From an optimization exercise on the open Yosys and OpenROAD flow, aimed at a short achievable clock period and few clock cycles; shortcuts taken in it are not production practice.
In this exercise RTL edits were held to simulation tests only and were not proved equivalent to the original.
Power is estimated from default activity; no workload was simulated.

== fjord ==
Design NIOS_II, start of the top module:
module NIOS_II(pc_out, inst_in, dmem_addr, dmem_wdata, dmem_we, dmem_re, dmem_rdata, clock, reset);
output [31:0] pc_out;
input  [31:0] inst_in;
output [31:0] dmem_addr;
output [31:0] dmem_wdata;
output dmem_we;
output dmem_re;
input  [31:0] dmem_rdata;
input clock;
input reset;
localparam [5:0] OP_ORHI = 6'h34, OP_ORI = 6'h14, OP_ADDI = 6'h04, OP_LDW = 6'h17,
                 OP_STW = 6'h15, OP_BLT = 6'h16, OP_BR = 6'h06, OP_RT = 6'h3A;
reg  [31:0] fpc;                  
reg  [31:0] ir;                   
reg         d_v;                  
reg  [31:0] d_pc4;                
reg         e_v, e_wr, e_add, e_or, e_ldw, e_mul, e_fuse, e_blt, e_br;
reg  [4:0]  e_rd;
reg  [31:0] e_a, e_y, e_b;        
reg  [31:0] e_ma, e_mb, e_fz;     
reg  [31:0] e_pc4;
reg         m_v, m_wr, m_mul;
reg  [4:0]  m_rd;
reg  [31:0] m_res;
reg  [31:0] rf [0:31];
reg  [31:0] rf_v;                 
reg  [31:0] r_daddr, r_wdata;
reg         r_we, r_re;
assign pc_out     = fpc;
assign dmem_addr  = r_daddr;
assign dmem_wdata = r_wdata;
assign dmem_we    = r_we;
assign dmem_re    = r_re;
wire [5:0]  f_op   = inst_in[5:0];
wire        f_br   = (f_op == OP_BLT) || (f_op == OP_BR);
wire [31:0] f_tgt  = {{16{inst_in[21]}}, inst_in[21:6]};
wire [5:0]  d_op   = ir[5:0];
wire [4:0]  d_ra   = ir[31:27];
wire [4:0]  d_rb   = ir[26:22];
wire [4:0]  d_rc   = ir[21:17];
wire [15:0] d_imm  = ir[21:6];
wire        d_rt   = d_op == OP_RT;
wire        d_radd = d_rt && ir[16:11] == 6'h31 && ir[10:6] == 5'd0;
wire        d_rmul = d_rt && ir[16:11] == 6'h27 && ir[10:6] == 5'd0;
wire        d_orhi = d_op == OP_ORHI;
wire        d_ori  = d_op == OP_ORI;
wire        d_addi = d_op == OP_ADDI;
wire        d_ldw  = d_op == OP_LDW;
wire        d_stw  = d_op == OP_STW;
wire        d_blt  = d_op == OP_BLT;
wire        d_brq  = d_op == OP_BR;
wire        d_usea = d_orhi | d_ori | d_addi | d_ldw | d_stw | d_blt | d_brq | d_radd | d_rmul;
  ...
==> flow/config.mk <==
export PLATFORM = sky130hd
export DESIGN_NAME = NIOS_II
export DESIGN_NICKNAME = NIOS_II
export VERILOG_FILES = /design/flow/design.v
export SDC_FILE = /design/flow/constraint.sdc
export NUM_CORES = 4
export LEC_CHECK = 0
export ABC_CLOCK_PERIOD_IN_PS = 4000
export CAP_MARGIN = 20
export CORE_MARGIN = 2
export CORE_UTILIZATION = 55
export PLACE_DENSITY = 0.65
export SLEW_MARGIN = 20
==> flow/constraint.sdc <==
create_clock -name core_clock -period 17.5 [get_ports {clock}]
set_input_delay 3.5000 -clock core_clock [delete_from_list [all_inputs] [get_ports {clock}]]
set_output_delay 3.5000 -clock core_clock [all_outputs]
set_load 0.01 [all_outputs]
standard.sh (not shown) runs the stock make flow with config.mk's settings and CLKGATE_MAP_FILE= SYNTH_SCRIPT=/design/flow/synth_recipe.tcl, a recipe that flattens the netlist after the stock synthesis.
==> flow/flow/run.sh <==
#!/bin/bash
set -euo pipefail
export SETUP_SLACK_MARGIN=${SETUP_SLACK_MARGIN_OVERRIDE:-12.8}
bash standard.sh finish > standard.log 2>&1
Testbench counts of fjord, summed over its fixed seeds: cycles 49,750.
Inputs modified between fjord and zinc:
diff --git a/flow/design.v b/flow/design.v
--- a/flow/design.v
+++ b/flow/design.v
@@ -1787,41 +1787,43 @@
 output [31:0] dmem_wdata;
 output dmem_we;
 output dmem_re;
 input  [31:0] dmem_rdata;
 input clock;
 input reset;
 localparam [5:0] OP_ORHI = 6'h34, OP_ORI = 6'h14, OP_ADDI = 6'h04, OP_LDW = 6'h17,
                  OP_STW = 6'h15, OP_BLT = 6'h16, OP_BR = 6'h06, OP_RT = 6'h3A;
 reg  [31:0] fpc;                  
+reg  [31:0] npc;                  
 reg  [31:0] ir;                   
 reg         d_v;                  
-reg  [31:0] d_pc4;                
+reg  [31:0] d_pc4, d_pc8;         
 reg         e_v, e_wr, e_add, e_or, e_ldw, e_mul, e_fuse, e_blt, e_br;
 reg  [4:0]  e_rd;
 reg  [31:0] e_a, e_y, e_b;        
 reg  [31:0] e_ma, e_mb, e_fz;     
-reg  [31:0] e_pc4;
+reg  [31:0] e_pc4, e_pc8;
 reg         m_v, m_wr, m_mul;
 reg  [4:0]  m_rd;
 reg  [31:0] m_res;
 reg  [31:0] rf [0:31];
 reg  [31:0] rf_v;                 
 reg  [31:0] r_daddr, r_wdata;
 reg         r_we, r_re;
 assign pc_out     = fpc;
 assign dmem_addr  = r_daddr;
 assign dmem_wdata = r_wdata;
 assign dmem_we    = r_we;
 assign dmem_re    = r_re;
 wire [5:0]  f_op   = inst_in[5:0];
 wire        f_br   = (f_op == OP_BLT) || (f_op == OP_BR);
 wire [31:0] f_tgt  = {{16{inst_in[21]}}, inst_in[21:6]};
+wire [31:0] f_tgt4 = f_tgt + 32'd4;
 wire [5:0]  d_op   = ir[5:0];
 wire [4:0]  d_ra   = ir[31:27];
 wire [4:0]  d_rb   = ir[26:22];
 wire [4:0]  d_rc   = ir[21:17];
 wire [15:0] d_imm  = ir[21:6];
 wire        d_rt   = d_op == OP_RT;
 wire        d_radd = d_rt && ir[16:11] == 6'h31 && ir[10:6] == 5'd0;
 wire        d_rmul = d_rt && ir[16:11] == 6'h27 && ir[10:6] == 5'd0;
 wire        d_orhi = d_op == OP_ORHI;
@@ -1889,44 +1891,49 @@
 wire        misp   = e_v && (e_blt || e_br) && !e_take;
 wire [31:0] e_alu  = e_add ? e_sum : e_or ? (e_a | e_y) : 32'h0;
 assign e_res = e_ldw ? dmem_rdata : e_alu;
 mul_pipe u_mul(.clock(clock), .a(e_ma), .b(e_mb), .z(e_fz), .p(mul_p), .pf(mul_pf));
 assign m_final = m_mul ? mul_p : m_res;
 wire d_go = d_v && !stall && !misp;
 always @(posedge clock or posedge reset) begin
   if (reset) begin
     fpc  <= 32'h0;
+    npc  <= 32'h4;
     d_v  <= 1'b0;
     e_v  <= 1'b0;
     e_w  <= 1'b0;
     m_v  <= 1'b0;
     r_we <= 1'b0;
     r_re <= 1'b0;
   end else begin
-    if (misp)
+    if (misp) begin
       fpc <= e_pc4;
-    else if (!stall)
-      fpc <= f_br ? f_tgt : fpc + 32'd4;
+      npc <= e_pc8;
+    end else if (!stall) begin
+      fpc <= f_br ? f_tgt : npc;
+      npc <= f_br ? f_tgt4 : npc + 32'd4;
+    end
     if (misp)
       d_v <= 1'b0;
     else if (!stall)
       d_v <= 1'b1;
     e_v  <= d_go;
     e_w  <= d_go && d_wr;
     r_we <= d_go && d_stw;
     r_re <= d_go && d_ldw;
     m_v  <= e_v && e_wr;    
   end
 end
 always @(posedge clock) begin
   if (!stall) begin
     ir    <= inst_in;
-    d_pc4 <= fpc + 32'd4;
+    d_pc4 <= npc;
+    d_pc8 <= npc + 32'd4;
     sel_a <= 32'h1 << inst_in[31:27];
     sel_b <= 32'h1 << inst_in[26:22];
     rs_a  <= (32'h1 << inst_in[31:27]) & rfv_next & {32{!nmh_a}};
     rs_b  <= (32'h1 << inst_in[26:22]) & rfv_next & {32{!nmh_b}};
     ma_e  <= inst_in[31:27] == d_rd && f_usea;
     mb_e  <= inst_in[26:22] == d_rd && f_useb;
     y_imm <= f_opc == OP_ADDI || f_opc == OP_ORHI || f_opc == OP_ORI;
   end else begin
     rs_a  <= sel_a & rfv_next & {32{!nmh_a}};
@@ -1943,25 +1950,30 @@
   e_add  <= d_radd | d_addi;
   e_or   <= d_orhi | d_ori;
   e_ldw  <= d_ldw;
   e_mul  <= d_rmul;
   e_fuse <= d_fuse;
   e_blt  <= d_blt;
   e_br   <= d_brq;
   e_a    <= v_a;
   e_y    <= d_y;
-  e_b    <= v_b;
-  e_ma   <= v_a;
-  e_mb   <= v_b;
+  if (d_blt || d_brq)
+    e_b  <= v_b;
+  if (d_rmul) begin
+    e_ma <= v_a;
+    e_mb <= v_b;
+  end
   e_fz   <= fuse_a ? (d_addi ? d_simm : v_b) : v_a;
   e_pc4  <= d_pc4;
+  e_pc8  <= d_pc8;
   r_daddr <= d_addr;
-  r_wdata <= v_b;
+  if (d_stw)
+    r_wdata <= v_b;
   m_wr   <= e_wr;
   m_rd   <= e_rd;
   m_mul  <= e_mul;
   m_res  <= e_fuse ? mul_pf : e_res;
 end
 wire [31:0] rfv_next = rf_v | ({31'h0, m_v} << m_rd);
 always @(posedge clock or posedge reset) begin
   if (reset)
     rf_v <= 32'h0;
==> comparison <==
- zinc vs fjord on setup slack after layout: zinc is the lower one.
- Area growth from synthesis to layout down 0.95 points in zinc wrt fjord
- Compared with fjord, in zinc cell area reported after detailed placement higher, clock-buffer cell count increased by 35 relative to the old numbers, number of vias in the routed layout now larger.
- Comparing wire length of the first global-routing pass for zinc and fjord, the bigger number came from zinc.
- Per the final summary, zinc finished and its layout is clean on timing, DRC and antenna.
- Worst hold margin in zinc vs fjord: down 0.0081 ns
- Measured against fjord, the maximum number of pins on one net before global-route repair of zinc comes out at 1.08 times the reference value.
- Relative to fjord, sequential cell fraction of total power increased by 4.2 points in zinc.
- Relative to fjord, the clock skew of zinc is lower by 0.0057 ns.
Testbench counts of zinc, summed over its fixed seeds: cycles 49,750.

static timing again, ports no longer ideal:
In the flow no input, the clock included, has a driving cell. The finished layouts below were timed again as built, in two steps. Step 1, drivers: a clkbuf_16 drives clock and a buf_2 each remaining input, both assumed. Step 2 moves the port delays by t, midway between the first and last clock arrival at a register: inputs arrive t later, outputs are due t later. That takes back most of the time a late clock gives input paths. Three values: no drivers, after step 1, after step 2; two values: the first two.
run	shift t [ns]	setup slack, ns	worst setup path at the end	latest minus earliest clock arrival (ns)	worst data-port slew with drivers (ns)
fjord	0.935	12.541 / 12.452 / 11.953	input to register	0.046 / 0.045	0.09
zinc	0.950	12.476 / 12.390 / 11.789	input to register	0.041 / 0.042	0.09
After both steps every run listed still meets setup and hold. The setup slack of zinc, which loses most, moves by -0.086 ns with the drivers and by -0.687 ns with both steps.
